This design comes from an exercise in tuning for small area on the open sky130 flow, not from production work. In this exercise RTL edits were held to simulation tests only and were not proved equivalent to the original. Power is estimated from default activity; no workload was simulated.

===== design/flow/run.sh =====
#!/bin/bash
# synth_recipe.tcl (not shown) runs the flow's synth.tcl, then flattens the netlist and writes it again
# the make line also repeats each setting of config.mk as NAME=value (left out here)
make -C /OpenROAD-flow-scripts/flow DESIGN_CONFIG=/design/flow/config.mk WORK_HOME=/design/flow/orfs CLKGATE_MAP_FILE= SYNTH_SCRIPT=/design/flow/synth_recipe.tcl finish

===== design/flow/config.mk =====
export PLATFORM = sky130hd
export DESIGN_NAME = CombinedCode
export DESIGN_NICKNAME = CombinedCode
export VERILOG_FILES = /design/flow/design.v
export SDC_FILE = /design/flow/constraint.sdc
export NUM_CORES = 4
export LEC_CHECK = 0
export CAP_MARGIN = 20
export CORE_MARGIN = 2
export CORE_UTILIZATION = 40
export SLEW_MARGIN = 20

===== design/flow/design.v =====
module CombinedCode(clk,rst,switch, btn1, btn2,keypad_col,keypad_row, dot_row, dot_col, seven_right, led1, led2);
input clk,rst;
input switch;
input btn1, btn2;
input [3:0] keypad_col;
output [3:0] keypad_row;
output [7:0] dot_row;
output [15:0] dot_col;
output [6:0] seven_right;
output led1, led2;
function [7:0] hdig(input [5:0] j);   
  begin hdig = 0;
  case (j)
    6'd25: hdig = 8'd50;
    6'd26: hdig = 8'd100;
    6'd27: hdig = 8'd7;
    6'd28: hdig = 8'd81;
    6'd29: hdig = 8'd22;
    6'd30: hdig = 8'd130;
    6'd31: hdig = 8'd9;
    6'd32: hdig = 8'd145;
    6'd33: hdig = 8'd48;
    6'd34: hdig = 8'd64;
    6'd35: hdig = 8'd1;
    6'd36: hdig = 8'd51;
    6'd37: hdig = 8'd16;
    6'd38: hdig = 8'd4;
    6'd39: hdig = 8'd3;
    6'd40: hdig = 8'd19;
    6'd41: hdig = 8'd52;
    6'd42: hdig = 8'd102;
    6'd43: hdig = 8'd9;
    6'd44: hdig = 8'd83;
    6'd45: hdig = 8'd24;
    6'd46: hdig = 8'd132;
    6'd47: hdig = 8'd1;
    6'd48: hdig = 8'd153;
    6'd49: hdig = 8'd50;
    6'd50: hdig = 8'd66;
    6'd51: hdig = 8'd3;
    6'd52: hdig = 8'd53;
    6'd53: hdig = 8'd18;
    6'd54: hdig = 8'd0;
    6'd55: hdig = 8'd5;
    6'd56: hdig = 8'd21;
    6'd57: hdig = 8'd54;
    6'd58: hdig = 8'd104;
    6'd59: hdig = 8'd1;
    6'd60: hdig = 8'd85;
    6'd61: hdig = 8'd16;
    6'd62: hdig = 8'd134;
    6'd63: hdig = 8'd3;
    default: hdig = 8'd0;
  endcase
  end
endfunction
function heq(input [5:0] j);   
  heq = (j == 6'd36) | (j == 6'd42) | (j == 6'd48) | (j == 6'd54) | (j == 6'd60);
endfunction
function [7:0] glyph(input [3:0] d, input [2:0] r);   
  begin glyph = 0;
  case ({d, r})
    7'd0: glyph = 8'd126;
    7'd1: glyph = 8'd102;
    7'd2: glyph = 8'd102;
    7'd3: glyph = 8'd102;
    7'd4: glyph = 8'd102;
    7'd5: glyph = 8'd102;
    7'd6: glyph = 8'd102;
    7'd7: glyph = 8'd126;
    7'd8: glyph = 8'd56;
    7'd9: glyph = 8'd216;
    7'd10: glyph = 8'd216;
    7'd11: glyph = 8'd24;
    7'd12: glyph = 8'd24;
    7'd13: glyph = 8'd24;
    7'd14: glyph = 8'd24;
    7'd15: glyph = 8'd126;
    7'd16: glyph = 8'd126;
    7'd17: glyph = 8'd6;
    7'd18: glyph = 8'd6;
    7'd19: glyph = 8'd126;
    7'd20: glyph = 8'd126;
    7'd21: glyph = 8'd96;
    7'd22: glyph = 8'd96;
    7'd23: glyph = 8'd126;
    7'd24: glyph = 8'd126;
    7'd25: glyph = 8'd6;
    7'd26: glyph = 8'd6;
    7'd27: glyph = 8'd126;
    7'd28: glyph = 8'd126;
    7'd29: glyph = 8'd6;
    7'd30: glyph = 8'd6;
    7'd31: glyph = 8'd126;
    7'd32: glyph = 8'd102;
    7'd33: glyph = 8'd102;
    7'd34: glyph = 8'd102;
    7'd35: glyph = 8'd126;
    7'd36: glyph = 8'd126;
    7'd37: glyph = 8'd6;
    7'd38: glyph = 8'd6;
    7'd39: glyph = 8'd6;
    7'd40: glyph = 8'd126;
    7'd41: glyph = 8'd96;
    7'd42: glyph = 8'd96;
    7'd43: glyph = 8'd126;
    7'd44: glyph = 8'd126;
    7'd45: glyph = 8'd6;
    7'd46: glyph = 8'd6;
    7'd47: glyph = 8'd126;
    7'd48: glyph = 8'd96;
    7'd49: glyph = 8'd96;
    7'd50: glyph = 8'd96;
    7'd51: glyph = 8'd126;
    7'd52: glyph = 8'd126;
    7'd53: glyph = 8'd102;
    7'd54: glyph = 8'd102;
    7'd55: glyph = 8'd126;
    7'd56: glyph = 8'd126;
    7'd57: glyph = 8'd126;
    7'd58: glyph = 8'd6;
    7'd59: glyph = 8'd6;
    7'd60: glyph = 8'd6;
    7'd61: glyph = 8'd6;
    7'd62: glyph = 8'd6;
    7'd63: glyph = 8'd6;
    7'd64: glyph = 8'd126;
    7'd65: glyph = 8'd102;
    7'd66: glyph = 8'd102;
    7'd67: glyph = 8'd126;
    7'd68: glyph = 8'd126;
    7'd69: glyph = 8'd102;
    7'd70: glyph = 8'd102;
    7'd71: glyph = 8'd126;
    7'd72: glyph = 8'd126;
    7'd73: glyph = 8'd102;
    7'd74: glyph = 8'd102;
    7'd75: glyph = 8'd126;
    7'd76: glyph = 8'd126;
    7'd77: glyph = 8'd6;
    7'd78: glyph = 8'd6;
    7'd79: glyph = 8'd126;
    default: glyph = 8'd0;
  endcase
  end
endfunction
function [3:0] selmap(input [3:0] rn);   
  begin selmap = 0;
  case (rn)
    4'd0: selmap = 4'd12;
    4'd1: selmap = 4'd13;
    4'd2: selmap = 4'd9;
    4'd3: selmap = 4'd5;
    4'd4: selmap = 4'd14;
    4'd5: selmap = 4'd10;
    4'd6: selmap = 4'd6;
    4'd7: selmap = 4'd15;
    4'd8: selmap = 4'd11;
    4'd9: selmap = 4'd7;
    4'd10: selmap = 4'd8;
    4'd11: selmap = 4'd4;
    4'd12: selmap = 4'd3;
    4'd13: selmap = 4'd2;
    4'd14: selmap = 4'd1;
    default: selmap = 4'd0;
  endcase
  end
endfunction
reg [2:0] c8;     
reg [1:0] c3;     
reg [7:0] l167;   
reg [10:0] l1201; 
reg [8:0] l301;   
wire e167  = ((l167  & 8'hcf)   == 8'hc2);      
wire e1201 = ((l1201 & 11'h2f7) == 11'h2d6);    
wire b_end = ((l301 & 9'h0df)   == 9'h05a);     
wire b_s0  = ((l301 & 9'h177)   == 9'h074);     
wire b_s1  = ((l301 & 9'h0bf)   == 9'h03c);     
always @(posedge clk or negedge rst) begin
  if (!rst) begin
    c8 <= 3'd0;
    c3 <= 2'd0;
    l167 <= 8'ha4;
    l1201 <= 11'h7bc;
    l301 <= 9'h0f4;
  end else begin
    c8 <= c8 + 3'd1;
    c3 <= {c3[0], ~(c3[0] | c3[1])};
    l167 <= {l167[6:0], l167[7] ^ l167[2] ^ e167};
    l1201 <= {l1201[9:0], l1201[10] ^ l1201[0] ^ e1201};
    l301 <= {l301[7:0], l301[8] ^ l301[1] ^ b_end};
  end
end
wire c3_0 = ~c3[0] & ~c3[1];
wire c3_1 = c3[0];
wire c3_2 = c3[1];
wire tick_dot = (c8 == 3'd3);                          
wire tick_div = (c8[1:0] == 2'd1) & c3_2;              
wire tick_spn = ~c8[0] & c3_2 & e167;                  
wire tick7    = ~c8[0] & e1201;                        
wire quiet = ((c8[1:0] == 2'd2) & c3_2) | ((c8[1:0] == 2'd3) & c3_0) |
             ((c8[1:0] == 2'd0) & c3_1) | ((c8[1:0] == 2'd1) & c3_2);
reg [1:0] st;      
reg [5:0] j;       
reg p1, p2;        
reg [3:0] q;       
reg hv;            
reg [3:0] d1, d2;  
wire eq = heq(j);
wire hs0 = ~st[0] & ~st[1];
wire nx1 = st[0] | (hs0 & (p1 ? eq : (p2 & ~eq)));
wire nx2 = st[1] | (hs0 & (p1 ? ~eq : (p2 & eq)));
assign led1 = nx1;
assign led2 = nx2;
always @(posedge clk or negedge rst) begin
  if (!rst) begin
    p1 <= 1'b0;
    p2 <= 1'b0;
  end else if (b_end) begin
    p1 <= 1'b0;
    p2 <= 1'b0;
  end else if (b_s0 | b_s1) begin
    p1 <= p1 | ~btn1;
    p2 <= p2 | ~btn2;
  end
end
always @(posedge clk or negedge rst) begin
  if (!rst) begin
    st <= 2'd0;
    j <= 6'd25;
  end else if (tick7) begin
    if (switch) begin
      st <= 2'd0;
      j <= 6'd25;
    end else begin
      st <= {nx2, nx1};
      if (hs0) j <= {j[5] | (&j[4:0]), j[4:0] + 5'd1};
    end
  end
end
wire [3:0] q1 = q + 4'd1;
wire [7:0] dj = hdig(j);
always @(posedge clk or negedge rst) begin
  if (!rst) begin
    q <= 4'd15;
    hv <= 1'b0;
    d1 <= 4'd0;
    d2 <= 4'd0;
  end else if (tick_dot & ~switch) begin
    q <= q1;
    if (!q1[3]) begin
      hv <= 1'b1;
      d1 <= dj[3:0];
      d2 <= dj[7:4];
    end
  end
end
wire [2:0] hr = q[2:0] | {3{q[3]}};
wire [7:0] g1 = glyph(d1, hr);
wire [7:0] g2 = glyph(d2, hr);
wire [15:0] h_col = hv ? {g2, g1} : 16'd0;
reg [7:0] rnd;
always @(posedge clk or negedge rst) begin
  if (!rst) rnd <= 8'd1;
  else if (tick_spn) rnd <= switch ? {rnd[6:0], rnd[7] ^ rnd[5] ^ rnd[4] ^ rnd[3]} : 8'd1;
end
wire [7:0] prod = rnd[6:3] * rnd[4:1];
wire [3:0] rn = {prod[5], prod[4], rnd[7], prod[3]};
wire [3:0] sel = selmap(rn);
reg [2:0] kd;      
reg [1:0] kr;      
reg kv;            
reg [3:0] kb;      
wire kev = kd[2] & ~kd[1];
wire col_ok = (keypad_col == 4'b1110) | (keypad_col == 4'b1101) |
              (keypad_col == 4'b1011) | (keypad_col == 4'b0111);
wire [1:0] ci = {~keypad_col[3] | ~keypad_col[2], ~keypad_col[3] | ~keypad_col[1]};
assign keypad_row = ~(4'b0001 << kr);
always @(posedge clk or negedge rst) begin
  if (!rst) begin
    kd <= 3'd0;
    kr <= 2'd0;
    kv <= 1'b0;
  end else if (!switch) begin
    kd <= 3'd0;
    kr <= 2'd0;
    kv <= 1'b0;
  end else begin
    kd <= {kd[1:0], ~kd[2]};
    if (kev) begin
      kr <= kr + 2'd1;
      if (col_ok) kv <= 1'b1;
    end
  end
end
always @(posedge clk) begin
  if (switch & kev & col_ok) kb <= ~{kr, ci};
end
reg [8:0] ra [0:7];
reg [8:0] rb [0:7];
reg m1;            
reg [3:0] slast;   
reg swp;           
reg xv;            
reg [3:0] xi;      
wire tw = m1 & ~quiet;
wire [8:0] ha = swp ? 9'd0 : ra[7];
wire [8:0] hb = swp ? 9'd0 : rb[7];
wire nza = |ha;
wire nzb = |hb;
wire sta = tw & (slast == {1'b0, c8});
wire stb = tw & (slast == {1'b1, c8});
wire [8:0] na = (ha + {8'd0, tw & (nza | sta)}) | {5'd0, sta & ~nza, 1'b0, sta & ~nza, 1'b0};
wire [8:0] nb = (hb + {8'd0, tw & (nzb | stb)}) | {5'd0, stb & ~nzb, 1'b0, stb & ~nzb, 1'b0};
wire xa = tw & (ha == 9'd510);
wire xb = tw & (hb == 9'd510);
integer i;
always @(posedge clk) begin
  for (i = 7; i > 0; i = i - 1) begin
    ra[i] <= ra[i-1];
    rb[i] <= rb[i-1];
  end
  ra[0] <= na;
  rb[0] <= nb;
end
always @(posedge clk) begin
  if (tick_div) slast <= sel;
  if (xa | xb) xi <= {xb, c8};
end
wire T1 = tick_div & switch;
wire T0 = tick_div & ~switch;
always @(posedge clk or negedge rst) begin
  if (!rst) begin
    m1 <= 1'b0;
    swp <= 1'b1;
    xv <= 1'b0;
  end else begin
    if (tick_div) m1 <= switch;
    if (c8 == 3'd7) swp <= 1'b0;
    if (T1) xv <= 1'b0;
    else if (xa | xb) xv <= 1'b1;
  end
end
reg [15:0] lit;
reg [3:0] cur2;
wire hit = kv & lit[kb];
integer p, b;
reg [15:0] lit_n;
always @(*) begin
  lit_n = lit;
  for (p = 0; p < 4; p = p + 1) begin
    if (xv && xi[3:2] == p) lit_n[4*p + xi[1:0]] = 1'b0;
    else if (kv && kb[3:2] == p) lit_n[4*p + kb[1:0]] = 1'b0;
    else if (sel[3:2] == p) lit_n[4*p + sel[1:0]] = 1'b1;
  end
end
always @(posedge clk or negedge rst) begin
  if (!rst) begin
    lit <= 16'd0;
    cur2 <= 4'd0;
  end else if (T0) begin
    lit <= 16'd0;
    cur2 <= 4'd0;
  end else if (T1) begin
    lit <= lit_n;
    if (hit) cur2 <= (cur2 == 4'd9) ? 4'd0 : cur2 + 4'd1;
  end
end
reg [2:0] rd;      
reg vm;            
reg [3:0] cap;     
wire [2:0] rd1 = rd + 3'd1;
always @(posedge clk or negedge rst) begin
  if (!rst) begin
    rd <= 3'd7;
    vm <= 1'b0;
    cap <= 4'd0;
  end else if (tick_dot) begin
    if (switch) begin
      rd <= rd1;
      vm <= 1'b1;
      cap <= lit[{rd1[2:1], 2'b00} +: 4];
    end else begin
      rd <= 3'd7;
      vm <= 1'b0;
      cap <= 4'd0;
    end
  end
end
wire [7:0] m_col = {cap[0], cap[0], cap[1], cap[1], cap[2], cap[2], cap[3], cap[3]};
reg [6:0] seg;
always @(*) begin
  case (cur2)
    4'd1: seg = 7'b1111001;
    4'd2: seg = 7'b0100100;
    4'd3: seg = 7'b0110000;
    4'd4: seg = 7'b0011001;
    4'd5: seg = 7'b0010010;
    4'd6: seg = 7'b0000010;
    4'd7: seg = 7'b1111000;
    4'd8: seg = 7'b0000000;
    4'd9: seg = 7'b0010000;
    default: seg = switch ? 7'b1000000 : 7'b1111111;
  endcase
end
assign seven_right = seg;
wire [2:0] rsel = switch ? rd : hr;
wire ren = switch ? vm : hv;
assign dot_row = ren ? ~(8'h80 >> rsel) : 8'h00;
assign dot_col = switch ? {8'd0, m_col} : h_col;
endmodule

===== design/flow/constraint.sdc =====
create_clock -name core_clock -period 8.0 [get_ports {clk}]
set_input_delay 1.6000 -clock core_clock [delete_from_list [all_inputs] [get_ports {clk}]]
set_output_delay 1.6000 -clock core_clock [all_outputs]
set_load 0.01 [all_outputs]

==> results.sh, run 1 <==
export IMPL_clk_pin_slew_ns=0.06
export IMPL_grt_pass1_wl_um=41000
export IMPL_cp_end_kind="primary output"
export IMPL_cts_setup_buffers=0
export IMPL_cts_buffers=26
export IMPL_grt_use_total=0.171
export IMPL_power_density_mw_per_mm2=229
export IMPL_synthTopCellsByArea="dfxtp_1 25%, dfrtp_1 16%, dfstp_2 6.5%"
export IMPL_dieArea_mm2=0.0297
export IMPL_min_from="rb[3][0]$_DFF_P_"
export IMPL_cp_max_fo=7
export IMPL_tightest_slew_ns=0.967
export IMPL_synthArstFlopShare=0.393
export IMPL_final_setup_viol_count=0
export IMPL_start_kind="register"
export IMPL_clk_path_buf_depth=3
export IMPL_critPathArrivalTime_ns=3.67
export IMPL_synth_warnings=3
export IMPL_area_growth_pct=14.3
export IMPL_hold_path_class="register to register"
export IMPL_r2r_cells=16
export IMPL_rsz0062_at_grt="no"
export IMPL_clock_root_buffer="clkbuf_16"
export IMPL_ant_nets=0
export IMPL_mostFrequentLayoutCells="144 x dfxtp_1, 108 x nand2_1, 91 x nor2_1"
export IMPL_crit_type="register to primary output"
export IMPL_cellLeakagePower_nw=5.22
export IMPL_ctsHoldBuffers=0
export IMPL_synthCells=1145
export IMPL_gp_congestion=0.953
export IMPL_worstSetupEndpoint="dot_col[3]"
export IMPL_cts_resized=0
export IMPL_antenna_found_initial=0
export IMPL_ys_flop_type="dfxtp_1"
export IMPL_drv_cap=0
export IMPL_fin_worst_skew_ns=0.00587
export IMPL_rrSetupSlack_ns=3.21
export IMPL_drive_gt1_frac=0.0963
export IMPL_required_ns=6.40
export IMPL_final_nets=1225
export IMPL_grt_ovfl_total=0
export IMPL_start_util=0.407
export IMPL_finalSetupTns_ns=0
export IMPL_core_area_mm2=0.0279
export IMPL_drtIter0Drc=579
export IMPL_die_w_um=172
export IMPL_cts_tree="done"
export IMPL_reg2reg_to="lit[2]$_DFFE_PN0P_"
export IMPL_timing_rr_start="rnd[4]$_DFFE_PN0P_"
export IMPL_slew_viol_final=0
export IMPL_synth_seq_cells=257
export IMPL_diodes=0
export IMPL_ys_types=80
export IMPL_avgSynthCellArea_um2=9.89
export IMPL_yosysTopAreaCellShare=0.254
export IMPL_first_pass_iters=5
export IMPL_port_buffer_count=44
export IMPL_die_h_um=172
export IMPL_synth_nets=1206
export IMPL_max_slew_margin=0.350
export IMPL_netlist_top_cell_by_area="dfxtp_1"
export IMPL_clock_sinks=257
export IMPL_synth_edff_count=12
export IMPL_insertion_delay_ns=0.53
export IMPL_htreeDepth=1
export IMPL_final_common_cell="dfxtp_1"
export IMPL_finalCritPeriodShare=0.658
export IMPL_hold_viol_final=0
export IMPL_outcome="timing/DRC/antenna clean"
export IMPL_dp_final_hpwl_um=17200
export IMPL_drc=0
export IMPL_fmax_ghz=0.190
export IMPL_period_needed_ns=5.27
export IMPL_synth_area_mm2=0.0113
export IMPL_power_total_mw=2.97
export IMPL_rows=61
export IMPL_setup_worst_path_start="q[3]$_DFFE_PN1P_"
export IMPL_vias=8316
export IMPL_viasPerCell=5.32
export IMPL_grt_pass1_vias=7823
export IMPL_max_vdd_ir_drop_v=0.000113
export IMPL_detail_route_wirelength_um=24900
export IMPL_yosysSeqAreaShare=0.512
export IMPL_design_portCount=46
export IMPL_avgRoutedWirePerCell_um=16.0
export IMPL_grt_max_degree=53
==> power breakdown <==
group          switching, mW  internal (mW)  leakage (nW)
Combinational          0.185          0.157          2.30
Sequential            0.0556           1.36          2.48
Clock                  0.496          0.719         0.445
Total                  0.736           2.23          5.22
==> state kept, by name, summed over array words and instances, names as in the netlist, 4 cells and up <==
name,count
cap,4
cur2,4
d1,4
d2,4
j,6
kb,4
l1201,11
l167,8
l301,9
lit,16
q,4
ra,72
rb,72
rnd,8
slast,4
xi,4
==> metal layers <==
layer / global-route usage / vias up / wire length, um / share of wire
li1: - / 4073 / - / -
met1: 0.253 / 3962 / 12000 / 0.48
met4: 0.0504 / 0 / 656 / 0.026
met3: 0.0222 / 51 / 1440 / 0.058
met2: 0.261 / 230 / 10800 / 0.43
met5: 0 / - / 0 / 0
==> cells in the mapped netlist (all sizes together), types with 10 or more instances <==
| cell | n |
|---|---|
| ha | 49 |
| nand2 | 108 |
| and2 | 10 |
| edfxtp | 12 |
| nand3b | 12 |
| nor2b | 16 |
| a21oi | 75 |
| dfxtp | 144 |
| a21o | 10 |
| dfstp | 28 |
| nor3 | 25 |
| clkbuf | 53 |
| xor2 | 21 |
| dfrtp | 73 |
| nor2 | 91 |
| o22ai | 11 |
| a31oi | 15 |
| nand3 | 35 |
| xnor2 | 19 |
| and3 | 13 |
| nand2b | 21 |
| inv | 52 |
| o21ai | 73 |
==> through the flow <==
stage | std cells | hold slack (ns) | cell area (um2) | worst slack (ns) | util
after floorplan | 1145 | 0.310 | 11300 | 3.68 | -
after global placement | 1514 | 0.310 | 12000 | 2.84 | 0.432
after detailed placement | 1514 | 0.312 | 12000 | 2.76 | 0.432
after CTS | 1562 | 0.320 | 12900 | 2.73 | 0.465
after global routing | 1562 | 0.329 | 12900 | 2.54 | 0.465
final | 1562 | 0.320 | 12900 | 2.73 | 0.465
==> cell type report <==
type	instances	area [um2]
clock buffer	40	826
multi-input combinational	775	5080
clock inverter	8	77.6
inverter	54	203
tap	378	473
timing repair buffer	50	478
sequential	257	5810
fill	2573	14900
==> critical path: stages, from the launching register on <==
cell and delay [ns]:
dfstp_2 0.58, nor2_1 0.10, inv_1 0.11, ha_1 0.27, o21ai_0 0.26, o21ai_1 0.31
nor3_1 0.10, a211oi_1 0.20, a211oi_1 0.08, a211oi_1 0.46, a21o_1 0.14, clkdlybuf4s50_1 0.53
==> kinds of logic after synthesis <==
kind of cell,share of synthesized area
XOR/XNOR,0.0343
buffers and inverters,0.0388
other,0.000331
AND/OR/NAND/NOR,0.170
adder cells (fa/ha/maj),0.0603
multiplexers,0.0299
flip-flops,0.512
AO/OA/AOI/OAI,0.154
==> worst min path at each step <==
stage / end / slack, ns / cells past startpoint
2_1_floorplan: ra[1][0]$_DFF_P_ / 0.31 / 0
3_3_place_gp: rb[3][7]$_DFF_P_ / 0.31 / 0
3_5_place_dp: ra[2][0]$_DFF_P_ / 0.31 / 0
4_1_cts: rb[4][0]$_DFF_P_ / 0.32 / 0
5_1_grt: ra[3][3]$_DFF_P_ / 0.33 / 0
6_report: rb[4][0]$_DFF_P_ / 0.32 / 0
==> run 2: changes to the inputs <==
--- a/design/flow/design.v
+++ b/design/flow/design.v
@@ -144,25 +144,25 @@
   endcase
   end
 endfunction
-function [3:0] selmap(input [3:0] rn);   
-  begin selmap = 0;
-  case (rn)
-    4'd0: selmap = 4'd12;
-    4'd1: selmap = 4'd13;
-    4'd2: selmap = 4'd9;
-    4'd3: selmap = 4'd5;
-    4'd4: selmap = 4'd14;
-    4'd5: selmap = 4'd10;
-    4'd6: selmap = 4'd6;
-    4'd7: selmap = 4'd15;
-    4'd8: selmap = 4'd11;
-    4'd9: selmap = 4'd7;
-    4'd10: selmap = 4'd8;
-    4'd11: selmap = 4'd4;
-    4'd12: selmap = 4'd3;
-    4'd13: selmap = 4'd2;
-    4'd14: selmap = 4'd1;
-    default: selmap = 4'd0;
+function [3:0] keyid(input [3:0] s);   
+  begin keyid = 0;
+  case (s)
+    4'd0: keyid = 4'd15;
+    4'd1: keyid = 4'd14;
+    4'd2: keyid = 4'd13;
+    4'd3: keyid = 4'd12;
+    4'd4: keyid = 4'd11;
+    4'd5: keyid = 4'd3;
+    4'd6: keyid = 4'd6;
+    4'd7: keyid = 4'd9;
+    4'd8: keyid = 4'd10;
+    4'd9: keyid = 4'd2;
+    4'd10: keyid = 4'd5;
+    4'd11: keyid = 4'd8;
+    4'd12: keyid = 4'd0;
+    4'd13: keyid = 4'd1;
+    4'd14: keyid = 4'd4;
+    default: keyid = 4'd7;
   endcase
   end
 endfunction
@@ -244,15 +244,15 @@
   if (!rst) begin
     q <= 4'd15;
     hv <= 1'b0;
-    d1 <= 4'd0;
-    d2 <= 4'd0;
   end else if (tick_dot & ~switch) begin
     q <= q1;
-    if (!q1[3]) begin
-      hv <= 1'b1;
-      d1 <= dj[3:0];
-      d2 <= dj[7:4];
-    end
+    if (!q1[3]) hv <= 1'b1;
+  end
+end
+always @(posedge clk) begin
+  if (tick_dot & ~switch & ~q1[3]) begin
+    d1 <= dj[3:0];
+    d2 <= dj[7:4];
   end
 end
 wire [2:0] hr = q[2:0] | {3{q[3]}};
@@ -266,7 +266,7 @@
 end
 wire [7:0] prod = rnd[6:3] * rnd[4:1];
 wire [3:0] rn = {prod[5], prod[4], rnd[7], prod[3]};
-wire [3:0] sel = selmap(rn);
+wire [3:0] sel = rn;   
 reg [2:0] kd;      
 reg [1:0] kr;      
 reg kv;            
@@ -294,7 +294,7 @@
   end
 end
 always @(posedge clk) begin
-  if (switch & kev & col_ok) kb <= ~{kr, ci};
+  if (switch & kev & col_ok) kb <= keyid(~{kr, ci});
 end
 reg [8:0] ra [0:7];
 reg [8:0] rb [0:7];
@@ -342,29 +342,36 @@
   end
 end
 reg [15:0] lit;
-reg [3:0] cur2;
-wire hit = kv & lit[kb];
-integer p, b;
+wire [15:0] X, K, S;
+assign X[0] = xv & (xi == 4'd15);  assign K[0] = kv & (kb == 4'd15);  assign S[0] = (sel == 4'd15);
+assign X[1] = xv & (xi == 4'd14);  assign K[1] = kv & (kb == 4'd14);  assign S[1] = (sel == 4'd14);
+assign X[2] = xv & (xi == 4'd13);  assign K[2] = kv & (kb == 4'd13);  assign S[2] = (sel == 4'd13);
+assign X[3] = xv & (xi == 4'd12);  assign K[3] = kv & (kb == 4'd12);  assign S[3] = (sel == 4'd12);
+assign X[4] = xv & (xi == 4'd11);  assign K[4] = kv & (kb == 4'd11);  assign S[4] = (sel == 4'd11);
+assign X[5] = xv & (xi == 4'd3);  assign K[5] = kv & (kb == 4'd3);  assign S[5] = (sel == 4'd3);
+assign X[6] = xv & (xi == 4'd6);  assign K[6] = kv & (kb == 4'd6);  assign S[6] = (sel == 4'd6);
+assign X[7] = xv & (xi == 4'd9);  assign K[7] = kv & (kb == 4'd9);  assign S[7] = (sel == 4'd9);
+assign X[8] = xv & (xi == 4'd10);  assign K[8] = kv & (kb == 4'd10);  assign S[8] = (sel == 4'd10);
+assign X[9] = xv & (xi == 4'd2);  assign K[9] = kv & (kb == 4'd2);  assign S[9] = (sel == 4'd2);
+assign X[10] = xv & (xi == 4'd5);  assign K[10] = kv & (kb == 4'd5);  assign S[10] = (sel == 4'd5);
+assign X[11] = xv & (xi == 4'd8);  assign K[11] = kv & (kb == 4'd8);  assign S[11] = (sel == 4'd8);
+assign X[12] = xv & (xi == 4'd0);  assign K[12] = kv & (kb == 4'd0);  assign S[12] = (sel == 4'd0);
+assign X[13] = xv & (xi == 4'd1);  assign K[13] = kv & (kb == 4'd1);  assign S[13] = (sel == 4'd1);
+assign X[14] = xv & (xi == 4'd4);  assign K[14] = kv & (kb == 4'd4);  assign S[14] = (sel == 4'd4);
+assign X[15] = xv & (xi == 4'd7);  assign K[15] = kv & (kb == 4'd7);  assign S[15] = (sel == 4'd7);
+wire [3:0] XP = {|X[15:12], |X[11:8], |X[7:4], |X[3:0]};
+wire [3:0] KP = {|K[15:12], |K[11:8], |K[7:4], |K[3:0]};
+wire hit = |(K & lit);
 reg [15:0] lit_n;
+integer s;
 always @(*) begin
-  lit_n = lit;
-  for (p = 0; p < 4; p = p + 1) begin
-    if (xv && xi[3:2] == p) lit_n[4*p + xi[1:0]] = 1'b0;
-    else if (kv && kb[3:2] == p) lit_n[4*p + kb[1:0]] = 1'b0;
-    else if (sel[3:2] == p) lit_n[4*p + sel[1:0]] = 1'b1;
-  end
+  for (s = 0; s < 16; s = s + 1)
+    lit_n[s] = XP[s/4] ? (lit[s] & ~X[s]) : KP[s/4] ? (lit[s] & ~K[s]) : (lit[s] | S[s]);
 end
 always @(posedge clk or negedge rst) begin
-  if (!rst) begin
-    lit <= 16'd0;
-    cur2 <= 4'd0;
-  end else if (T0) begin
-    lit <= 16'd0;
-    cur2 <= 4'd0;
-  end else if (T1) begin
-    lit <= lit_n;
-    if (hit) cur2 <= (cur2 == 4'd9) ? 4'd0 : cur2 + 4'd1;
-  end
+  if (!rst) lit <= 16'd0;
+  else if (T0) lit <= 16'd0;
+  else if (T1) lit <= lit_n;
 end
 reg [2:0] rd;      
 reg vm;            
@@ -388,19 +395,42 @@
   end
 end
 wire [7:0] m_col = {cap[0], cap[0], cap[1], cap[1], cap[2], cap[2], cap[3], cap[3]};
+reg [3:0] cur2;
+reg [3:0] cnx;
+always @(*) begin
+  case (cur2)
+    4'd0: cnx = 4'd8;
+    4'd8: cnx = 4'd2;
+    4'd2: cnx = 4'd3;
+    4'd3: cnx = 4'd15;
+    4'd15: cnx = 4'd5;
+    4'd5: cnx = 4'd9;
+    4'd9: cnx = 4'd6;
+    4'd6: cnx = 4'd1;
+    4'd1: cnx = 4'd13;
+    4'd13: cnx = 4'd0;
+    default: cnx = 4'bx;
+  endcase
+end
+always @(posedge clk or negedge rst) begin
+  if (!rst) cur2 <= 4'd0;
+  else if (T0) cur2 <= 4'd0;
+  else if (T1 & hit) cur2 <= cnx;
+end
 reg [6:0] seg;
 always @(*) begin
   case (cur2)
-    4'd1: seg = 7'b1111001;
+    4'd8: seg = 7'b1111001;
     4'd2: seg = 7'b0100100;
     4'd3: seg = 7'b0110000;
-    4'd4: seg = 7'b0011001;
+    4'd15: seg = 7'b0011001;
     4'd5: seg = 7'b0010010;
-    4'd6: seg = 7'b0000010;
-    4'd7: seg = 7'b1111000;
-    4'd8: seg = 7'b0000000;
-    4'd9: seg = 7'b0010000;
-    default: seg = switch ? 7'b1000000 : 7'b1111111;
+    4'd9: seg = 7'b0000010;
+    4'd6: seg = 7'b1111000;
+    4'd1: seg = 7'b0000000;
+    4'd13: seg = 7'b0010000;
+    4'd0: seg = switch ? 7'b1000000 : 7'b1111111;
+    default: seg = 7'bx;
   endcase
 end
 assign seven_right = seg;
--- a/design/flow/config.mk
+++ b/design/flow/config.mk
@@ -8,4 +8,7 @@
 export CAP_MARGIN = 20
 export CORE_MARGIN = 2
 export CORE_UTILIZATION = 40
+export CTS_BUF_LIST = sky130_fd_sc_hd__clkbuf_8
+export CTS_CLUSTER_DIAMETER = 50
+export CTS_CLUSTER_SIZE = 16
 export SLEW_MARGIN = 20
==> run 2 against run 1 <==
  * Clock skew rose by 0.0081 ns
  * Sequential cell count did not move
  * Global-route usage fell by 1.2 points
  * Die area fell by 5.4%
  * Synthesized cell count fell by 8.1%
  * Sequential share of layout area rose by 4.0 points
  * Fmax rose by 2.4%
  * Non-clock buffer count did not move
  * Setup slack improved by 0.12 ns
  * Sequential power barely moved
  * Largest power group unchanged
  * Power fell by 11%
  * Register-to-register slack improved by 1.5 ns
==> results.sh, run 2 <==
export IMPL_outcome="timing/DRC/antenna clean"
export IMPL_crit_buf_inv=1
export IMPL_synth_area_mm2=0.0107
export IMPL_ys_types=77
export IMPL_core_area_mm2=0.0261
export IMPL_final_nets=1118
export IMPL_critPathArrivalTime_ns=3.54
export IMPL_setup_ws_ns=2.86
export IMPL_final_setup_viol_count=0
export IMPL_cts_buffers=28
export IMPL_finalSetupTns_ns=0
export IMPL_grt_pass1_wl_um=37000
export IMPL_hold_viol_final=0
export IMPL_fmax_ghz=0.194
export IMPL_dp_final_hpwl_um=14900
export IMPL_avgRoutedWirePerCell_um=15.4
export IMPL_start_util=0.409
export IMPL_clock_sinks=257
export IMPL_detail_route_wirelength_um=22000
export IMPL_final_common_cell="dfxtp_1"
export IMPL_diodes=0
export IMPL_period_needed_ns=5.14
export IMPL_cts_setup_buffers=0
export IMPL_tightest_slew_ns=0.811
export IMPL_synth_nets=1097
export IMPL_start_kind="register"
export IMPL_antenna_found_initial=0
export IMPL_htreeDepth=1
export IMPL_cp_end_kind="primary output"
export IMPL_synth_edff_count=20
export IMPL_ant_nets=0
export IMPL_crit_type="register to primary output"
export IMPL_whs_ns=0.319
export IMPL_ys_flop_type="dfxtp_1"
export IMPL_clk_path_buf_depth=3
export IMPL_synthCells=1052
export IMPL_synthArstFlopShare=0.362
export IMPL_dieArea_mm2=0.0281
export IMPL_die_w_um=168
export IMPL_mostFrequentLayoutCells="144 x dfxtp_1, 91 x nand2_1, 80 x nor2_1, 80 x o21ai_0, 65 x dfrtp_1"
export IMPL_grt_max_degree=63
export IMPL_rows=59
export IMPL_die_h_um=168
export IMPL_cp_max_fo=16
export IMPL_viasPerCell=5.43
export IMPL_max_slew_margin=0.459
export IMPL_grt_pass1_vias=7159
export IMPL_use_met3=0.0241
export IMPL_synthTopCellsByArea="dfxtp_1 27%, dfrtp_1 15%, dfstp_2 6.9%"
export IMPL_finalCritPeriodShare=0.643
export IMPL_drive_gt1_frac=0.0990
export IMPL_cp_slowest_cell="clkdlybuf4s50_1"
export IMPL_cellLeakagePower_nw=4.83
export IMPL_netlist_top_cell_by_area="dfxtp_1"
export IMPL_hold_path_class="register to register"
export IMPL_cts_resized=0
export IMPL_fin_worst_skew_ns=0.0140
export IMPL_synth_seq_cells=257
export IMPL_first_pass_iters=16
export IMPL_place_ws_ns=2.87
export IMPL_clk_pin_slew_ns=0.10
export IMPL_n_fill_cell=2484
export IMPL_reg_top3="ra (72), rb (72), lit (16)"
export IMPL_clock_root_buffer="clkbuf_8"
export IMPL_cp_top_family="compound AO/OA/AOI/OAI gates"
export IMPL_insertion_delay_ns=0.58
export IMPL_vias=7737
export IMPL_grt_busiest_layer="met1"
export IMPL_slew_viol_final=0
export IMPL_avgSynthCellArea_um2=10.2
export IMPL_yosysSeqAreaShare=0.546
export IMPL_design_portCount=46
export IMPL_port_buffer_count=44
export IMPL_ctsHoldBuffers=0
export IMPL_grt_ovfl_total=0
export IMPL_cts_tree="done"
export IMPL_drc=0
export IMPL_use_met1=0.238
export IMPL_synth_common_cells="144 x dfxtp_1, 91 x nand2_1, 80 x nor2_1, 80 x o21ai_0, 65 x dfrtp_1"
export IMPL_critical_path_max_stage_delay_ns=0.57
export IMPL_synth_most_common_cell="dfxtp_1"
export IMPL_power_density_mw_per_mm2=220
export IMPL_crit_top_cell="o21ai_0"
export IMPL_area_growth_pct=12.0
export IMPL_drv_cap=0
export IMPL_max_vdd_ir_drop_v=0.000172
export IMPL_drtIter0Drc=593
export IMPL_required_ns=6.40
export IMPL_synth_warnings=3
export IMPL_grt_util_met2=0.237
export IMPL_yosysTopAreaCellShare=0.269
export IMPL_crit_chain="or2_2, ha_1, nor2_1, o21ai_0, a221oi_1, o21ai_0, o21ai_0, clkdlybuf4s50_1"
export IMPL_grt_use_total=0.159
export IMPL_gp_congestion=0.895
export IMPL_rsz0062_at_grt="no"
[run 2: layout make-up]
cell class	count	area, um2	share of cell area
inverter	55	206	0.0172
clock buffer	29	399	0.0333
sequential	257	5850	0.488
clock inverter	19	218	0.0182
timing repair buffer	50	478	0.0399
multi-input combinational	681	4410	0.368
tap	335	419	0.0350
[run 2: per-layer routing]
layer,share of wire,vias up
met4,0.029,0
li1,-,3749
met2,0.42,245
met1,0.49,3682
met3,0.058,61
met5,0,-
[run 2: report_power, final]
part	total [mW]	switching (mW)	internal, mW
Clock	0.919	0.511	0.408
Combinational	0.313	0.177	0.136
Sequential	1.41	0.0414	1.36
Total	2.64	0.729	1.91
[run 2: logic make-up (layout without fill, tap and decap cells)]
kind of cell    count (synthesis)  in the layout  share of synthesized area
simple gates                  331            331                      0.153
flops                         257            257                      0.546
compound gates                248            248                      0.149
buf+inv                       114            153                     0.0413
fa+ha+maj                      39             39                     0.0470
xor+xnor                       37             37                     0.0317
mux                            25             25                     0.0310
other cells                     1              1                   0.000351
[run 2: metrics by stage]
stage / total power [mW] / cell area, um2 / cells / util
after floorplan: 1.64 / 10700 / 1052 / -
after global placement: 1.74 / 11400 / 1378 / 0.435
after detailed placement: 1.74 / 11400 / 1378 / 0.435
after CTS: 2.68 / 12000 / 1426 / 0.458
after global routing: 2.78 / 12000 / 1426 / 0.458
final: 2.64 / 12000 / 1426 / 0.458
[run 2: worst reg2reg max path: stages (launching register included)]
cell and delay (ns):
dfrtp_1 0.45, nand2_1 0.13, inv_1 0.07, ha_1 0.14, inv_1 0.06, fa_1 0.50, inv_1 0.07, fa_1 0.84
nand2_1 0.26, or4b_1 0.56, o21ai_1 0.13
[run 2: path summary, 6_finish.rpt]
kind	cells past startpoint	startpoint	slack, ns	endpoint
worst max-delay path	8	q[3]$_DFFE_PN1P_	2.86	dot_col[6]
worst min-delay path	0	ra[5][7]$_DFF_P_	0.32	ra[6][7]$_DFF_P_
worst max register to register	10	rnd[2]$_DFFE_PN0P_	4.72	lit[7]$_DFFE_PN0P_
worst min register to register	0	ra[5][7]$_DFF_P_	0.32	ra[6][7]$_DFF_P_
max in group asynchronous	2	rst	5.92	j[1]$_DFFE_PN0P_
min in group asynchronous	1	rst	0.94	rnd[6]$_DFFE_PN0P_
==> run 3: changes to the inputs <==
--- a/design/flow/config.mk
+++ b/design/flow/config.mk
@@ -8,7 +8,7 @@
 export CAP_MARGIN = 20
 export CORE_MARGIN = 2
 export CORE_UTILIZATION = 40
-export CTS_BUF_LIST = sky130_fd_sc_hd__clkbuf_8
-export CTS_CLUSTER_DIAMETER = 50
-export CTS_CLUSTER_SIZE = 16
+export CTS_BUF_LIST = sky130_fd_sc_hd__clkbuf_4
+export CTS_CLUSTER_DIAMETER = 40
+export CTS_CLUSTER_SIZE = 10
 export SLEW_MARGIN = 20
==> run 3 against run 2 <==
  * Still clean
  * Via count grew 1.3%
  * Worst hold slack better by 0.00087 ns
  * Register-to-register slack got worse by 0.03 ns
  * Sequential cell count stayed put
  * Count of clock-buffer cells in the layout is 20 higher
  * First-iteration DRC count shrank 22%
  * Setup slack got worse by 0.016 ns
  * Synthesized cell count stayed put
  * Sequential power barely moved
  * Combinational power about the same
  * Clock power is 2% higher
==> results.sh, run 3 <==
export IMPL_dp_final_hpwl_um=14900
export IMPL_clk_pin_slew_ns=0.11
export IMPL_rows=59
export IMPL_port_buffer_count=44
export IMPL_synth_seq_cells=257
export IMPL_slew_viol_final=0
export IMPL_ys_types=77
export IMPL_grt_use_total=0.162
export IMPL_core_area_mm2=0.0261
export IMPL_required_ns=6.40
export IMPL_drive_gt1_frac=0.116
export IMPL_tightest_slew_ns=0.812
export IMPL_yosysTopAreaCellShare=0.269
export IMPL_synthCells=1052
export IMPL_dpl_cell_area_mm2=0.0114
export IMPL_synthTopCellsByArea="dfxtp_1 27%, dfrtp_1 15%, dfstp_2 6.9%"
export IMPL_start_util=0.409
export IMPL_avgRoutedWirePerCell_um=15.3
export IMPL_outcome="timing/DRC/antenna clean"
export IMPL_final_common_cell="dfxtp_1"
export IMPL_ys_flop_type="dfxtp_1"
export IMPL_reg_top3="ra (72), rb (72), lit (16)"
export IMPL_critPathArrivalTime_ns=3.56
export IMPL_fmax_ghz=0.194
export IMPL_cts_setup_buffers=0
export IMPL_power_total_mw=2.65
export IMPL_drc=0
export IMPL_whs_ns=0.319
export IMPL_netlist_top_cell_by_area="dfxtp_1"
export IMPL_viasPerCell=5.42
export IMPL_mostFrequentLayoutCells="144 x dfxtp_1, 91 x nand2_1, 80 x nor2_1, 80 x o21ai_0, 65 x dfrtp_1"
export IMPL_grt_pass1_wl_um=37400
export IMPL_yosysSeqAreaShare=0.546
export IMPL_antenna_found_initial=1
export IMPL_clock_sinks=257
export IMPL_area_growth_pct=11.9
export IMPL_power_density_mw_per_mm2=221
export IMPL_hold_path_class="register to register"
export IMPL_rsz0062_at_grt="no"
export IMPL_die_h_um=168
export IMPL_insertion_delay_ns=0.66
export IMPL_gp_congestion=0.895
export IMPL_regArea_mm2=0.00585
export IMPL_cts_buffers=41
export IMPL_finalSetupTns_ns=0
export IMPL_synthArstFlopShare=0.362
export IMPL_final_nets=1131
export IMPL_ctsHoldBuffers=0
export IMPL_vias=7841
export IMPL_period_needed_ns=5.16
export IMPL_synth_nets=1097
export IMPL_start_kind="register"
export IMPL_multi_input_area_mm2=0.00441
export IMPL_cp_max_fo=16
export IMPL_ant_nets=0
export IMPL_hold_viol_final=0
export IMPL_dieArea_mm2=0.0281
export IMPL_crit_type="register to primary output"
export IMPL_htreeDepth=2
export IMPL_grt_ovfl_total=0
export IMPL_cts_tree="done"
export IMPL_design_portCount=46
export IMPL_final_setup_viol_count=0
export IMPL_design_area_mm2=0.0120
export IMPL_avgSynthCellArea_um2=10.2
export IMPL_detail_route_wirelength_um=22200
export IMPL_synth_common_cells="144 x dfxtp_1, 91 x nand2_1, 80 x nor2_1, 80 x o21ai_0, 65 x dfrtp_1"
export IMPL_synth_warnings=3
export IMPL_synth_area_mm2=0.0107
export IMPL_cp_end_kind="primary output"
export IMPL_synth_most_common_cell="dfxtp_1"
export IMPL_synth_edff_count=20
export IMPL_max_vdd_ir_drop_v=0.000154
export IMPL_drtIter0Drc=460
export IMPL_cellLeakagePower_nw=4.84
export IMPL_final_core_util=0.458
export IMPL_cts_resized=0
export IMPL_die_w_um=168
export IMPL_fin_worst_skew_ns=0.0392
export IMPL_grt_pass1_vias=7301
export IMPL_first_pass_iters=16
export IMPL_clk_path_buf_depth=3
export IMPL_clock_root_buffer="clkbuf_4"
export IMPL_finalCritPeriodShare=0.645
export IMPL_drv_cap=0
export IMPL_max_slew_margin=0.458
export IMPL_n_fill_cell=2497
export IMPL_grt_max_degree=63
==> run 3: layer usage <==
metal,vias to the layer above,wire [um],part of all wire,GRT usage
li1,3795,-,-,-
met1,3725,10700,0.48,0.236
met4,0,575,0.026,0.0605
met5,-,0,0,0
met2,265,9550,0.43,0.240
met3,56,1360,0.061,0.0310
==> run 3: kinds of logic (layout without fill, tap and decap cells) <==
| logic type | after synthesis | count (layout) | share of synthesized area |
|---|---|---|---|
| AOI/OAI and AO/OA | 248 | 248 | 0.149 |
| and+or+nand+nor | 331 | 331 | 0.153 |
| xor gates and xnor gates | 37 | 37 | 0.0317 |
| adders and majority gates | 39 | 39 | 0.0470 |
| muxes | 25 | 25 | 0.0310 |
| buffers and inverters | 114 | 174 | 0.0413 |
| other | 1 | 2 | 0.000351 |
| DFF | 257 | 257 | 0.546 |
==> run 3: worst paths after layout <==
check	start	end	slack, ns	cells past startpoint
max in group asynchronous	rst	j[2]$_DFFE_PN0P_	5.98	2
min	ra[6][6]$_DFF_P_	ra[7][6]$_DFF_P_	0.32	0
min reg2reg	ra[6][6]$_DFF_P_	ra[7][6]$_DFF_P_	0.32	0
max reg2reg	rnd[2]$_DFFE_PN0P_	lit[7]$_DFFE_PN0P_	4.69	10
max	q[3]$_DFFE_PN1P_	dot_col[6]	2.84	8
min in group asynchronous	rst	c3[1]$_DFF_PN0_	0.88	1
==> run 3: metrics by stage <==
| stage | setup slack (ns) | instances |
|---|---|---|
| final | 2.84 | 1448 |
| after global routing | 2.54 | 1448 |
| after CTS | 2.78 | 1447 |
| after detailed placement | 2.87 | 1378 |
| after global placement | 2.89 | 1378 |
| after floorplan | 3.64 | 1052 |
==> run 3: cell type report <==
class                           instances  share of cell area
Sequential cell                       257               0.488
Multi-Input combinational cell        681               0.368
Timing Repair Buffer                   50              0.0399
Tap cell                              335              0.0350
Clock buffer                           49              0.0307
Clock inverter                         20              0.0202
Inverter                               55              0.0172
Antenna cell                            1            0.000209
==> run 3: critical path, cell delays in order, from the launching register on <==
cell             delay [ns]
dfstp_2                0.41
or2_2                  0.32
ha_1                   0.52
nor2_1                 0.25
o21ai_0                0.10
a221oi_1               0.34
o21ai_0                0.17
o21ai_0                0.22
clkdlybuf4s50_1        0.57
==> run 3: where the power goes <==
part | leakage [nW] | switching [mW] | internal [mW]
combinational | 2.12 | 0.175 | 0.136
sequential | 2.39 | 0.0412 | 1.36
clock | 0.330 | 0.491 | 0.443
==> run 4: changes to the inputs <==
==> design/flow/flow/run.sh (new file) <==
#!/bin/bash
# Standard layout with the port buffers made of the smallest buffer cell and a clock tree of
# mid-size buffers without dummy loads.
set -euo pipefail
export BUFFER_PORTS_ARGS="-buffer_cell sky130_fd_sc_hd__buf_1"
export CTS_ARGS="-sink_clustering_enable -repair_clock_nets -sink_clustering_size 16 -sink_clustering_max_diameter 50 -buf_list sky130_fd_sc_hd__clkbuf_8 -dont_use_dummy_load"
bash standard.sh finish > layout.log 2>&1
==> design/flow/standard.sh (new file) <==
#!/bin/bash
# synth_recipe.tcl (not shown) runs the flow's synth.tcl, then flattens the netlist and writes it again
# the make line also repeats each setting of config.mk as NAME=value (left out here)
make -C /OpenROAD-flow-scripts/flow DESIGN_CONFIG=/design/flow/config.mk WORK_HOME=/design/flow/orfs CLKGATE_MAP_FILE= SYNTH_SCRIPT=/design/flow/synth_recipe.tcl "${@:-finish}"
--- a/design/flow/config.mk
+++ b/design/flow/config.mk
@@ -8,7 +8,4 @@
 export CAP_MARGIN = 20
 export CORE_MARGIN = 2
 export CORE_UTILIZATION = 40
-export CTS_BUF_LIST = sky130_fd_sc_hd__clkbuf_4
-export CTS_CLUSTER_DIAMETER = 40
-export CTS_CLUSTER_SIZE = 10
 export SLEW_MARGIN = 20
removed: design/flow/run.sh
==> run 4 against run 3 <==
  * Largest cell class unchanged
  * Setup slack better by 0.062 ns
  * Critical path depth is 2 lower
  * Non-clock buffer count stayed put
  * Still clean
==> results.sh, run 4 <==
export IMPL_outcome="timing/DRC/antenna clean"
export IMPL_grt_pass1_wl_um=37300
export IMPL_synth_most_common_cell="dfxtp_1"
export IMPL_area_growth_pct=7.46
export IMPL_crit_chain="clkbuf_2, buf_4, inv_1, mux2_2, a21oi_1, buf_1"
export IMPL_final_nets=1119
export IMPL_final_cells=1407
export IMPL_ant_nets=0
export IMPL_yosysTopAreaCellShare=0.269
export IMPL_dpl_cell_area_mm2=0.0111
export IMPL_hold_viol_final=0
export IMPL_min_from="ra[2][8]$_DFF_P_"
export IMPL_period_needed_ns=5.09
export IMPL_clk_path_buf_depth=3
export IMPL_tightest_slew_ns=0.796
export IMPL_n_fill_cell=2542
export IMPL_synth_warnings=3
export IMPL_die_w_um=168
export IMPL_hold_path_class="register to register"
export IMPL_power_density_mw_per_mm2=209
export IMPL_cts_resized=0
export IMPL_diodes=0
export IMPL_netlist_top_cell_by_area="dfxtp_1"
export IMPL_synthCells=1052
export IMPL_port_buffer_count=44
export IMPL_htreeDepth=1
export IMPL_use_met3=0.0251
export IMPL_r2r_cells=10
export IMPL_avgRoutedWirePerCell_um=15.6
export IMPL_design_portCount=46
export IMPL_final_common_cell="dfxtp_1"
export IMPL_max_vdd_ir_drop_v=0.000188
export IMPL_critPathArrivalTime_ns=3.49
export IMPL_dp_final_hpwl_um=15100
export IMPL_insertion_delay_ns=0.57
export IMPL_max_slew_margin=0.469
export IMPL_first_pass_iters=16
export IMPL_finalSetupTns_ns=0
export IMPL_clock_root_buffer="clkbuf_8"
export IMPL_slew_viol_final=0
export IMPL_avgSynthCellArea_um2=10.2
export IMPL_required_ns=6.40
export IMPL_cp_slowest_cell="inv_1"
export IMPL_p_seq_frac=0.584
export IMPL_critical_path_max_stage_delay_ns=0.54
export IMPL_dieArea_mm2=0.0281
export IMPL_synth_area_mm2=0.0107
export IMPL_ys_types=77
export IMPL_fmax_ghz=0.196
export IMPL_grt_util_met2=0.246
export IMPL_drv_cap=0
export IMPL_grt_use_total=0.160
export IMPL_intPower_mw=1.80
export IMPL_grt_pass1_vias=7234
export IMPL_synth_edff_count=20
export IMPL_grt_max_degree=64
export IMPL_synthTopCellsByArea="dfxtp_1 27%, dfrtp_1 15%, dfstp_2 6.9%"
export IMPL_cts_setup_buffers=0
export IMPL_p_switching_mw=0.610
export IMPL_core_area_mm2=0.0261
export IMPL_ys_flop_type="dfxtp_1"
export IMPL_synth_nets=1097
export IMPL_drc=0
export IMPL_crit_buf_inv=4
export IMPL_grt_busiest_layer="met2"
export IMPL_setup_worst_path_start="switch"
export IMPL_clock_sinks=257
export IMPL_start_kind="primary input"
export IMPL_gp_congestion=0.912
export IMPL_mostFrequentLayoutCells="144 x dfxtp_1, 91 x nand2_1, 80 x nor2_1, 80 x o21ai_0, 65 x dfrtp_1"
export IMPL_yosysSeqAreaShare=0.546
export IMPL_synth_common_cells="144 x dfxtp_1, 91 x nand2_1, 80 x nor2_1, 80 x o21ai_0, 65 x dfrtp_1"
export IMPL_swShare=0.253
export IMPL_dp_cells=1378
export IMPL_antenna_found_initial=0
export IMPL_whs_path_depth=0
export IMPL_die_h_um=168
export IMPL_rsz0062_at_grt="no"
export IMPL_clk_pin_slew_ns=0.09
export IMPL_final_setup_viol_count=0
export IMPL_ctsHoldBuffers=0
export IMPL_synthArstFlopShare=0.362
export IMPL_cellLeakagePower_nw=4.61
export IMPL_design_area_mm2=0.0115
export IMPL_rows=59
export IMPL_cp_max_fo=56
export IMPL_cp_end_kind="primary output"
export IMPL_vias=7671
export IMPL_reg_top3="ra (72), rb (72), lit (16)"
export IMPL_drtIter0Drc=627
export IMPL_fin_worst_skew_ns=0.0819
export IMPL_finalCritPeriodShare=0.637
export IMPL_pwr_share_clk=0.296
export IMPL_viasPerCell=5.45
export IMPL_power_total_mw=2.41
export IMPL_grt_ovfl_total=0
export IMPL_cp_top_family="buffers and inverters"
export IMPL_cts_tree="done"
export IMPL_combinationalPowerShare=0.120
export IMPL_drive_gt1_frac=0.0849
export IMPL_start_util=0.409
export IMPL_cp_depth=6
export IMPL_detail_route_wirelength_um=21900
export IMPL_timing_rr_start="rnd[2]$_DFFE_PN0P_"
export IMPL_synth_seq_cells=257
export IMPL_whs_ns=0.303
export IMPL_use_met1=0.235
export IMPL_crit_type="primary input to primary output"
export IMPL_cts_buffers=29
run 4: cell count changes in the layout (fill, tap and decap cells not counted), sizes merged:
cell / previous run / this run
bufinv: 4 / 0
clkbuf: 49 / 31
buf: 8 / 48
clkinvlp: 4 / 0
diode: 1 / 0
clkdlybuf4s50: 42 / 0
clkinv: 5 / 1
inv: 62 / 54
run 4: per-stage QoR:
stage / utilization / worst slack, ns
after detailed placement: 0.425 / 2.89
final: 0.440 / 2.91
after global placement: 0.425 / 2.91
after CTS: 0.440 / 2.89
after global routing: 0.440 / 2.76
after floorplan: - / 3.64
run 4: final timing paths:
check | end | slack, ns
min in group asynchronous | lit[14]$_DFFE_PN0P_ | 1.06
hold reg to reg | ra[3][8]$_DFF_P_ | 0.30
max in group asynchronous | j[1]$_DFFE_PN0P_ | 5.76
hold / removal | ra[3][8]$_DFF_P_ | 0.30
setup / recovery | dot_row[6] | 2.91
setup reg to reg | lit[7]$_DFFE_PN0P_ | 4.72
run 4: cell type report:
class,count,area [um2],share of cell area
clock buffers,29,399,0.0347
inverters,55,206,0.0180
multi-input cells,681,4410,0.384
flip-flops and latches,257,5850,0.508
well taps,335,419,0.0365
repair buffers,50,215,0.0187
run 4: per-layer routing:
layer / vias up / routed length (um)
li1: 3739 / -
met1: 3669 / 10600
met2: 221 / 9620
met3: 42 / 1220
met4: 0 / 524
met5: - / 0
run 4: cells by family (layout without fill, tap and decap cells):
kind of cell | Yosys count | count (layout) | synth area share
buffers and inverters | 114 | 134 | 0.0413
AOI/OAI and AO/OA | 248 | 248 | 0.149
xor gates and xnor gates | 37 | 37 | 0.0317
muxes | 25 | 25 | 0.0310
and+or+nand+nor | 331 | 331 | 0.153
DFF | 257 | 257 | 0.546
adders and majority gates | 39 | 39 | 0.0470
other | 1 | 1 | 0.000351
run 4: power by group through the flow:
stage	registers [mW]	clock network [mW]	logic, mW
after floorplan	1.41	0	0.228
after global placement	1.43	0	0.286
after detailed placement	1.43	0	0.289
after CTS	1.41	0.753	0.290
after global routing	1.42	0.801	0.326
final	1.41	0.712	0.289
==> run 5: changes to the inputs <==
==> design/flow/flow/run.sh (replaced) <==
#!/bin/bash
# Standard layout with the port buffers made of the smallest buffer cell and a clock tree of
# mid-size buffers without dummy loads.
set -euo pipefail
export BUFFER_PORTS_ARGS="-buffer_cell sky130_fd_sc_hd__buf_1"
export CTS_ARGS="-sink_clustering_enable -repair_clock_nets -sink_clustering_size 10 -sink_clustering_max_diameter 40 -buf_list sky130_fd_sc_hd__clkbuf_4 -dont_use_dummy_load"
bash standard.sh finish > layout.log 2>&1
==> run 5 against run 4 <==
  * Synthesized cell count stayed put
  * Synthesized area stayed put
  * Final area is 0.90% lower
  * Combinational power is essentially flat
  * Clock skew is 0.022 ns higher
  * Power fell by 4.0%
  * Largest cell class unchanged
  * Still clean on timing, DRC and antenna
  * Global-route usage rose by 0.23 points
  * First-iteration DRC count is 1.3% higher
  * Sequential cell count unchanged
  * Register-to-register slack gained 0.02 ns
  * Via count grew 0.26%
==> results.sh, run 5 <==
export IMPL_grt_pass1_wl_um=37600
export IMPL_crit_type="primary input to primary output"
export IMPL_design_area_mm2=0.0114
export IMPL_critPathArrivalTime_ns=3.50
export IMPL_crit_chain="clkbuf_2, buf_4, inv_1, mux2_2, a21oi_1, buf_1"
export IMPL_whs_path_depth=0
export IMPL_grt_max_degree=64
export IMPL_antenna_found_initial=1
export IMPL_die_w_um=168
export IMPL_drtIter0Drc=635
export IMPL_final_nets=1129
export IMPL_finalCritPeriodShare=0.637
export IMPL_reg2reg_to="lit[7]$_DFFE_PN0P_"
export IMPL_r2r_cells=10
export IMPL_htreeDepth=2
export IMPL_clock_root_buffer="clkbuf_4"
export IMPL_max_slew_margin=0.457
export IMPL_synth_seq_cells=257
export IMPL_start_kind="primary input"
export IMPL_cellLeakagePower_nw=4.58
export IMPL_hold_path_class="register to register"
export IMPL_critical_path_max_stage_delay_ns=0.54
export IMPL_cts_buffers=39
export IMPL_final_core_util=0.436
export IMPL_synth_most_common_cell="dfxtp_1"
export IMPL_synthCells=1052
export IMPL_avgRoutedWirePerCell_um=15.6
export IMPL_synth_nets=1097
export IMPL_min_from="ra[1][4]$_DFF_P_"
export IMPL_cts_tree="done"
export IMPL_ant_nets=0
export IMPL_tightest_slew_ns=0.815
export IMPL_place_ws_ns=2.89
export IMPL_setup_worst_path_start="switch"
export IMPL_cp_end_kind="primary output"
export IMPL_cp_slowest_cell="inv_1"
export IMPL_first_pass_iters=16
export IMPL_netlist_top_cell_by_area="dfxtp_1"
export IMPL_outcome="timing/DRC/antenna clean"
export IMPL_design_portCount=46
export IMPL_final_common_cell="dfxtp_1"
export IMPL_gp_congestion=0.912
export IMPL_reg_top3="ra (72), rb (72), lit (16)"
export IMPL_rsz0062_at_grt="no"
export IMPL_synth_warnings=3
export IMPL_yosysSeqAreaShare=0.546
export IMPL_clk_path_buf_depth=3
export IMPL_grt_pass1_vias=7325
export IMPL_grt_use_total=0.162
export IMPL_fin_worst_skew_ns=0.104
export IMPL_power_density_mw_per_mm2=203
export IMPL_die_h_um=168
export IMPL_synth_common_cells="144 x dfxtp_1, 91 x nand2_1, 80 x nor2_1, 80 x o21ai_0, 65 x dfrtp_1"
export IMPL_power_total_mw=2.31
export IMPL_rrSetupSlack_ns=4.74
export IMPL_grt_ovfl_total=0
export IMPL_drc=0
export IMPL_fmax_ghz=0.196
export IMPL_hold_end="ra[2][4]$_DFF_P_"
export IMPL_period_needed_ns=5.10
export IMPL_vias=7691
export IMPL_start_util=0.409
export IMPL_ys_flop_type="dfxtp_1"
export IMPL_max_vdd_ir_drop_v=0.000131
export IMPL_synthTopCellsByArea="dfxtp_1 27%, dfrtp_1 15%, dfstp_2 6.9%"
export IMPL_hold_viol_final=0
export IMPL_finalSetupTns_ns=0
export IMPL_cts_resized=0
export IMPL_core_area_mm2=0.0261
export IMPL_area_growth_pct=6.49
export IMPL_viasPerCell=5.42
export IMPL_synth_area_mm2=0.0107
export IMPL_detail_route_wirelength_um=22100
export IMPL_mostFrequentLayoutCells="144 x dfxtp_1, 91 x nand2_1, 80 x nor2_1, 80 x o21ai_0, 65 x dfrtp_1"
export IMPL_dieArea_mm2=0.0281
export IMPL_cp_max_fo=56
export IMPL_ctsHoldBuffers=0
export IMPL_ys_types=77
export IMPL_clock_sinks=257
export IMPL_port_buffer_count=44
export IMPL_timing_rr_start="rnd[2]$_DFFE_PN0P_"
export IMPL_final_setup_viol_count=0
export IMPL_dpl_cell_area_mm2=0.0111
export IMPL_cts_setup_buffers=0
export IMPL_synthArstFlopShare=0.362
export IMPL_dp_final_hpwl_um=15100
export IMPL_clk_pin_slew_ns=0.09
export IMPL_synth_edff_count=20
export IMPL_drv_cap=0
export IMPL_yosysTopAreaCellShare=0.269
export IMPL_required_ns=6.40
export IMPL_slew_viol_final=0
export IMPL_avgSynthCellArea_um2=10.2
export IMPL_rows=59
export IMPL_setup_ws_ns=2.90
export IMPL_insertion_delay_ns=0.66
export IMPL_drive_gt1_frac=0.0933
run 5: cell type report:
cell class	instances	area, um2
diodes	1	2.50
clock buffers	39	293
fillers	2564	14700
inverters	55	206
multi-input cells	681	4410
flip-flops and latches	257	5850
well taps	335	419
repair buffers	50	215
run 5: per-stage QoR:
stage | hold slack, ns | std cells
floorplan | 0.310 | 1052
global placement | 0.310 | 1378
detailed placement | 0.312 | 1378
CTS | 0.292 | 1417
global route | 0.301 | 1418
finish | 0.287 | 1418
run 5: cells by family after synthesis:
family / after synthesis / synth area share
XOR/XNOR: 37 / 0.0317
flip-flops: 257 / 0.546
multiplexers: 25 / 0.0310
AO/OA/AOI/OAI: 248 / 0.149
AND/OR/NAND/NOR: 331 / 0.153
buffers and inverters: 114 / 0.0413
adder cells (fa/ha/maj): 39 / 0.0470
other: 1 / 0.000351
run 5: routing by layer:
layer / wire length, um / global-route usage / vias up
met5: 0 / 0 / -
met4: 483 / 0.0533 / 0
met3: 1300 / 0.0310 / 45
met2: 9710 / 0.248 / 220
met1: 10600 / 0.233 / 3656
li1: - / - / 3770
run 5: worst max-delay path, delay by kind of cell:
family	cells	cell delay [ns]
AO/OA/AOI/OAI	1	0.16
multiplexers	1	0.46
buffers and inverters	4	1.27
run 5: worst max path at each step:
stage                       end  slack (ns)
finish               dot_row[6]        2.90
global route         dot_row[5]        2.76
global placement     dot_row[6]        2.91
detailed placement   dot_row[6]        2.89
CTS                  dot_row[6]        2.89
floorplan           dot_col[12]        3.64
run 5: where the power goes:
part | switching [mW] | total [mW] | internal (mW)
clock | 0.392 | 0.616 | 0.224
sequential | 0.0408 | 1.41 | 1.36
combinational | 0.176 | 0.289 | 0.113

[separate check: timing with driven ports]
In the flow no input, the clock included, has a driving cell. The finished layouts below were timed again as built, in two steps.
Step 1: set_driving_cell puts a clkbuf_16 on clk and a buf_2 on each other input, an assumption about the parent block.
Step 2 adds t to the input delays and takes it off the output delays; t is the mean of the earliest and latest rising clock arrival at the registers after step 1. Input paths then give back, and output paths get back, about the clock's delay inside the block.
a / b / c = no drivers / after step 1 / after step 2; a / b = the first two.
run | shift t [ns] | slack for setup (ns) | latest minus earliest clock arrival (ns) | worst register clock-pin slew, ns
run 1 | 0.571 | 2.733 / 2.692 / 2.714 | 0.007 / 0.007 | 0.06 / 0.06
run 2 | 0.617 | 2.858 / 2.817 / 2.855 | 0.015 / 0.015 | 0.10 / 0.10
run 3 | 0.687 | 2.843 / 2.799 / 2.852 | 0.043 / 0.044 | 0.11 / 0.11
run 4 | 0.576 | 2.905 / 2.880 / 2.880 | 0.082 / 0.082 | 0.09 / 0.09
run 5 | 0.646 | 2.900 / 2.875 / 2.875 | 0.106 / 0.106 | 0.10 / 0.10
After both steps setup and hold are still met in every run listed.
